Background: an optimization exercise with open tools, aiming at small area. Do not read the settings as production practice.
Only simulation tests tie the RTL to the original design; equivalence was not proved.
Power is estimated from default activity; no workload was simulated.

run 1:
## mini16sc_cpu
module mini16sc_cpu
  #(
    parameter WIDTH_I = 16,
    parameter WIDTH_D = 16,
    parameter DEPTH_I = 10,
    parameter DEPTH_D = 10,
    parameter DEPTH_REG = 5
    )
  (
   input                    clk,
   input                    reset,
   input                    soft_reset,
   output reg [DEPTH_I-1:0] mem_i_r_addr,
   input [WIDTH_I-1:0]      mem_i_r_data,
   output reg [DEPTH_D-1:0] mem_d_r_addr,
   input [WIDTH_D-1:0]      mem_d_r_data,
   output reg [DEPTH_D-1:0] mem_d_w_addr,
   output reg [WIDTH_D-1:0] mem_d_w_data,
   output reg               mem_d_we
   );
  localparam I_ST   = 5'h01;
  localparam I_MVC  = 5'h02;
  localparam I_BA   = 5'h03;
  localparam I_BC   = 5'h04;
  localparam I_MUL  = 5'h05;
  localparam I_SR   = 5'h06;
  localparam I_SL   = 5'h07;
  localparam I_SRA  = 5'h08;
  localparam I_ADD  = 5'h10;
  localparam I_SUB  = 5'h11;
  localparam I_AND  = 5'h12;
  localparam I_OR   = 5'h13;
  localparam I_XOR  = 5'h14;
  localparam I_MV   = 5'h15;
  localparam I_MVIL = 5'h16;
  localparam I_MVS  = 5'h17;
  localparam I_BL   = 5'h18;
  localparam I_LD   = 5'h19;
  localparam I_CNZ  = 5'h1a;
  localparam I_CNM  = 5'h1b;
  reg [15:0]  inst;
  ...
For scale: ~720 flip-flops.
==> flow/config.mk <==
export PLATFORM = sky130hd
export DESIGN_NAME = mini16sc_cpu
export DESIGN_NICKNAME = mini16sc_cpu
export VERILOG_FILES = /design/flow/design.v
export SDC_FILE = /design/flow/constraint.sdc
export NUM_CORES = 4
export LEC_CHECK = 0
export CAP_MARGIN = 20
export CORE_MARGIN = 2
export CORE_UTILIZATION = 50
export GPL_TIMING_DRIVEN = 0
export SLEW_MARGIN = 20
export SYNTH_HIERARCHICAL = 1
==> flow/constraint.sdc <==
create_clock -name core_clock -period 7.0 [get_ports {clk}]
set_input_delay 1.4000 -clock core_clock [delete_from_list [all_inputs] [get_ports {clk}]]
set_output_delay 1.4000 -clock core_clock [all_outputs]
set_load 0.01 [all_outputs]
standard.sh (not shown) runs the stock make flow with config.mk's settings and CLKGATE_MAP_FILE= SYNTH_SCRIPT=/design/flow/synth_recipe.tcl, a recipe that flattens the netlist after the stock synthesis.
==> flow/flow/run.sh <==
#!/bin/bash
# The standard layout, with clock tree synthesis told not to add dummy
# loads (the standard flow's arguments otherwise)
set -euo pipefail
export CTS_ARGS="-sink_clustering_enable -repair_clock_nets -dont_use_dummy_load"
bash standard.sh > standard_flow.log 2>&1
Finished, but not clean: run 1, with setup timing.
#### Input delta (run 2 over run 1)
- GPL_TIMING_DRIVEN: 0 -> unset
- CORE_UTILIZATION: 50 -> 40
==> comparison <==
Looking at the reports, run 2 completed the entire flow and the layout it produced met the timing, design-rule and antenna checks.
Post-synthesis to final-layout area growth ends up higher on run 1.
Fraction of power consumed by the clock network ended up 0.2 points lower on run 2 than on run 1.
Worst-case hold slack of run 2 is on par with run 1.
Summary of run 2 over run 1: power fell by about 0.45%, number of setup violations in the final report fell by 3.
When run 2 is measured against run 1, its arrival time of data at the critical path endpoint turns out 510 ps lower.
Diff run 1 -> run 2 | met1 usage | decrease of 7.8 points
Compared run 2 vs run 1, and number of detailed-routing iterations run before antenna repair is up in run 2.
Comparing global-route usage for run 2 and run 1, the bigger number came from run 1.
Looking at register-to-register slack, run 2 sits 560 ps above run 1.
For run 3, these inputs were changed with respect to run 2:
- changing CAP_MARGIN from 20 to 0
- changing SLEW_MARGIN from 20 to 0
==> flow/flow/run.sh <==
#!/bin/bash
# The standard layout, with clock tree synthesis told not to add dummy
# loads and to drive larger clusters of flip-flops from each leaf buffer
set -euo pipefail
export CTS_ARGS="-sink_clustering_enable -repair_clock_nets -dont_use_dummy_load -sink_clustering_size 24 -sink_clustering_max_diameter 130"
bash standard.sh > standard_flow.log 2>&1
### Flow results
- Of run 2 and run 3, run 2 shows the higher total routing usage reported by global routing, with run 3 below it.
- Comparing run 2 and run 3, detailed-routing iteration count for the pre-antenna-repair pass is lower on run 3.
- Taking run 2 as the reference point, the wire length of the first global-routing pass of run 3 falls by 0.32%.
- Final area: run 2 and run 3 compared, higher one is run 2
Inputs modified between run 3 and run 4:
- CAP_MARGIN changed from 0 to 20
- SLEW_MARGIN changed from 0 to 20
==> flow/run.sh (new file) <==
#!/bin/bash
# synth_recipe.tcl (not shown) runs the flow's synth.tcl, then flattens the netlist and writes it again
# the make line also repeats each setting of config.mk as NAME=value (left out here)
make -C /OpenROAD-flow-scripts/flow DESIGN_CONFIG=/design/flow/config.mk WORK_HOME=/design/flow/orfs CLKGATE_MAP_FILE= SYNTH_SCRIPT=/design/flow/synth_recipe.tcl finish
removed: flow/flow/run.sh
removed: flow/standard.sh
--- outcome ---
From run 3 to run 4 the numbers moved as follows: sequential share of layout area dropped 2.1 points, time the worst path needs with I/O delays and setup went down, maximum achievable frequency picked up an extra 0.0054 GHz, endpoint required time on the critical path shows an increase of 40 ps, utilization higher.
Of run 4 and run 3, it is run 4 that has the higher layout overhead on the synthesized area.
Comparing the two runs side by side, run 4 comes out behind run 3 on leakage power.

========
The RTL this note starts from:
==> flow/design.v <==
module mini16sc_cpu
  #(
    parameter WIDTH_I = 16,
    parameter WIDTH_D = 16,
    parameter DEPTH_I = 10,
    parameter DEPTH_D = 10,
    parameter DEPTH_REG = 5
    )
  (
   input                    clk,
   input                    reset,
   input                    soft_reset,
   output reg [DEPTH_I-1:0] mem_i_r_addr,
   input [WIDTH_I-1:0]      mem_i_r_data,
   output reg [DEPTH_D-1:0] mem_d_r_addr,
   input [WIDTH_D-1:0]      mem_d_r_data,
   output reg [DEPTH_D-1:0] mem_d_w_addr,
   output reg [WIDTH_D-1:0] mem_d_w_data,
   output reg               mem_d_we
   );
  localparam I_ST   = 5'h01;
  localparam I_MVC  = 5'h02;
  localparam I_BA   = 5'h03;
  localparam I_BC   = 5'h04;
  localparam I_MUL  = 5'h05;
  localparam I_SR   = 5'h06;
  localparam I_SL   = 5'h07;
  localparam I_SRA  = 5'h08;
  localparam I_ADD  = 5'h10;
  localparam I_SUB  = 5'h11;
  localparam I_AND  = 5'h12;
  localparam I_OR   = 5'h13;
  localparam I_XOR  = 5'h14;
  localparam I_MV   = 5'h15;
  localparam I_MVIL = 5'h16;
  localparam I_MVS  = 5'h17;
  localparam I_BL   = 5'h18;
  localparam I_LD   = 5'h19;
  localparam I_CNZ  = 5'h1a;
  localparam I_CNM  = 5'h1b;
  reg [15:0]  inst;
  wire [4:0]  ol_d = inst[15:11];
  wire [4:0]  ol_a = inst[10:6];
  wire        is_im = inst[5];
  wire [4:0]  op = inst[4:0];
  reg [15:0]  regfile [0:31];
  wire [511:0] rf_all;
  genvar      gr;
  generate
    for (gr = 0; gr < 32; gr = gr + 1) begin : g_rf
      assign rf_all[16*gr+15:16*gr] = regfile[gr];
    end
  endgenerate
  wire [15:0] rd, ra;
  mini16sc_rf_read u_rd (.sel(ol_d), .rf(rf_all), .q(rd));
  mini16sc_rf_read u_ra (.sel(ol_a), .rf(rf_all), .q(ra));
  wire [15:0] b = is_im ? {{11{ol_a[4]}}, ol_a} : ra;
  wire        ra_nz = |ra;
  wire        u_go = (op == I_MUL) | (op == I_SR) | (op == I_SL) | (op == I_SRA);
  wire [1:0]  u_sel = {(op == I_SRA) | (op == I_MUL), (op == I_SR) | (op == I_MUL)};
  reg         s1_v, s2_v;
  reg [1:0]   s1_k, s2_k;
  reg [15:0]  s1_d, s1_b, s2_d;
  reg [15:0]  m3, m4, m5;
  reg [15:0]  sp0, sp1, sp2, sp3;
  wire        sh_big = |s1_b[15:4];
  wire        sh_left = (s1_k == 2'd0);
  wire        sh_fill = (s1_k == 2'd2) & s1_d[15];
  wire [15:0] sh_in;
  wire [15:0] sh_out;
  wire [15:0] sh_res;
  genvar g;
  generate
    for (g = 0; g < 16; g = g + 1) begin : g_rev
      assign sh_in[g] = sh_left ? s1_d[15-g] : s1_d[g];
      assign sh_res[g] = sh_left ? sh_out[15-g] : sh_out[g];
    end
  endgenerate
  wire [31:0] sh_ext = {{16{sh_fill}}, sh_in} >> s1_b[3:0];
  assign sh_out = sh_big ? {16{sh_fill}} : sh_ext[15:0];
  wire [15:0] mul_res = s1_d * s1_b;
  always @(posedge clk) begin
    s1_v <= u_go;
    s1_k <= u_sel;
    s1_d <= rd;
    s1_b <= b;
    s2_v <= s1_v;
    s2_k <= s1_k;
    s2_d <= (s1_k == 2'd3) ? mul_res : sh_res;
    if (s2_v && s2_k == 2'd0) sp0 <= s2_d;
    if (s2_v && s2_k == 2'd1) sp1 <= s2_d;
    if (s2_v && s2_k == 2'd2) sp2 <= s2_d;
    if (s2_v && s2_k == 2'd3) m3 <= s2_d;
    m4 <= m3;
    m5 <= m4;
    sp3 <= m5;
  end
  reg [15:0] sp_r;
  always @* begin
    case (b[1:0])
      2'd0: sp_r = sp0;
      2'd1: sp_r = sp1;
      2'd2: sp_r = sp2;
      default: sp_r = sp3;
    endcase
  end
  wire [10:0] pc_inc = {1'b0, mem_i_r_addr} + 11'd1;
  wire        is_sub = op[0];
  wire [16:0] addsub_x = {rd, 1'b1} + {b ^ {16{is_sub}}, is_sub};
  wire [15:0] addsub = addsub_x[16:1];
  reg [15:0] wdata;
  always @* begin
    case (op)
      I_ADD,
      I_SUB:  wdata = addsub;
      I_AND:  wdata = rd & b;
      I_OR:   wdata = rd | b;
      I_XOR:  wdata = rd ^ b;
      I_MV:   wdata = b;
      I_MVC:  wdata = rd;
      I_MVS:  wdata = sp_r;
      I_BL:   wdata = {5'd0, pc_inc};
      I_LD:   wdata = mem_d_r_data;
      I_MVIL: wdata = {5'd0, inst[15:5]};
      I_CNZ:  wdata = {16{ra_nz}};
      I_CNM:  wdata = {16{~ra[15]}};
      default: wdata = 16'd0;
    endcase
  end
  wire       we = op[4] | ((op == I_MVC) & ra_nz);
  wire [4:0] waddr = (op == I_MVC) ? 5'd0 : (op == I_MVIL) ? 5'd1 : ol_d;
  wire do_jump = (op == I_BA) | (op == I_BL) | ((op == I_BC) & (|rd));
  always @(posedge clk) begin
    if (we)
      regfile[waddr] <= wdata;
    if (reset | soft_reset)
      mem_i_r_addr <= 10'd0;
    else if (do_jump)
      mem_i_r_addr <= ra[9:0];
    else
      mem_i_r_addr <= pc_inc[9:0];
    inst[15:5] <= mem_i_r_data[15:5];
    if (reset)
      inst[4:0] <= 5'd0;
    else
      inst[4:0] <= mem_i_r_data[4:0];
    if (op == I_LD)
      mem_d_r_addr <= ra[9:0];
    mem_d_w_addr <= rd[9:0];
    mem_d_w_data <= b;
    mem_d_we <= (op == I_ST);
  end
endmodule
module mini16sc_aoi222(input [2:0] a, input [2:0] s, output y);
  assign y = ~|(a & s);
endmodule
module mini16sc_rf_read(input [4:0] sel, input [511:0] rf, output [15:0] q);
  wire [32:0] dec;
  genvar i, j;
  generate
    for (i = 0; i < 32; i = i + 1) begin : g_dec
      assign dec[i] = (sel == i);
    end
    assign dec[32] = dec[31];
    for (j = 0; j < 16; j = j + 1) begin : g_bit
      wire [32:0] col;
      wire [10:0] y;
      for (i = 0; i < 32; i = i + 1) begin : g_col
        assign col[i] = rf[16*i+j];
      end
      assign col[32] = col[31];
      for (i = 0; i < 11; i = i + 1) begin : g_aoi
        mini16sc_aoi222 u (.a(col[3*i+2:3*i]), .s(dec[3*i+2:3*i]), .y(y[i]));
      end
      assign q[j] = ~&y;
    end
  endgenerate
endmodule
clock: 7.0 ns
lec_check: 0
cap_margin: 20
core_margin: 2
core_utilization: 40
slew_margin: 20
synth_hierarchical: 1
==> flow/flow/run.sh <==
#!/bin/bash
# The standard layout, with clock tree synthesis told not to add dummy
# loads and to drive larger clusters of flip-flops from each leaf buffer
set -euo pipefail
export CTS_ARGS="-sink_clustering_enable -repair_clock_nets -dont_use_dummy_load -sink_clustering_size 20 -sink_clustering_max_diameter 120"
bash standard.sh > standard_flow.log 2>&1
Next try:
==> flow/flow/run.sh (replaced) <==
#!/bin/bash
# The standard layout, with clock tree synthesis told not to add dummy
# loads and to drive larger clusters of flip-flops from each leaf buffer
set -euo pipefail
export CTS_ARGS="-sink_clustering_enable -repair_clock_nets -dont_use_dummy_load -sink_clustering_size 24 -sink_clustering_max_diameter 130"
bash standard.sh > standard_flow.log 2>&1
Settings changed: CAP_MARGIN 20 to 10, SLEW_MARGIN 20 to 10.
Effect:
- setup slack got worse by 0.062 ns
- clock power falls by a few percent
- sequential power stays flat
- non-clock buffer count shrinks by 2
- flip-flop and latch count is unchanged
- hold slack stays flat
- maximum frequency fell slightly
- routed wire length is about the same
- final area came out lower slightly
- register-to-register slack degrades by 0.06 ns

-- separate check: timing with driven ports --
The flow's constraints put no driver on any port. The routed layouts listed below were extracted and timed again, unchanged, in two steps. Step 1 sets driving cells, clkbuf_16 on the clock port and buf_2 on the other inputs (assumed; they add their load-dependent delay and slew). Step 2 times the ports against the registers' clock, not the clock port: input delays grow and output delays shrink by t, the midpoint of the rising clock arrivals with the driver on. Three values: no drivers, after step 1, after step 2; two values: the first two.
| run | shift t [ns] | setup slack, ns | worst setup path after step 2 | slew at the worst register clock pin (ns) |
|---|---|---|---|---|
| run 1 | 0.660 | -0.067 / -0.067 / -0.067 | register to register | 0.06 / 0.06 |
| run 2 | 0.670 | 0.495 / 0.495 / 0.495 | register to register | 0.07 / 0.07 |
| run 3 | 0.632 | 0.271 / 0.271 / 0.271 | register to register | 0.10 / 0.10 |
| run 4 | 0.695 | 0.509 / 0.509 / 0.509 | register to register | 0.07 / 0.07 |
| the first run of note 2 | 0.646 | 0.530 / 0.530 / 0.530 | register to register | 0.09 / 0.09 |
| the second run of note 2 | 0.629 | 0.468 / 0.468 / 0.468 | register to register | 0.11 / 0.11 |
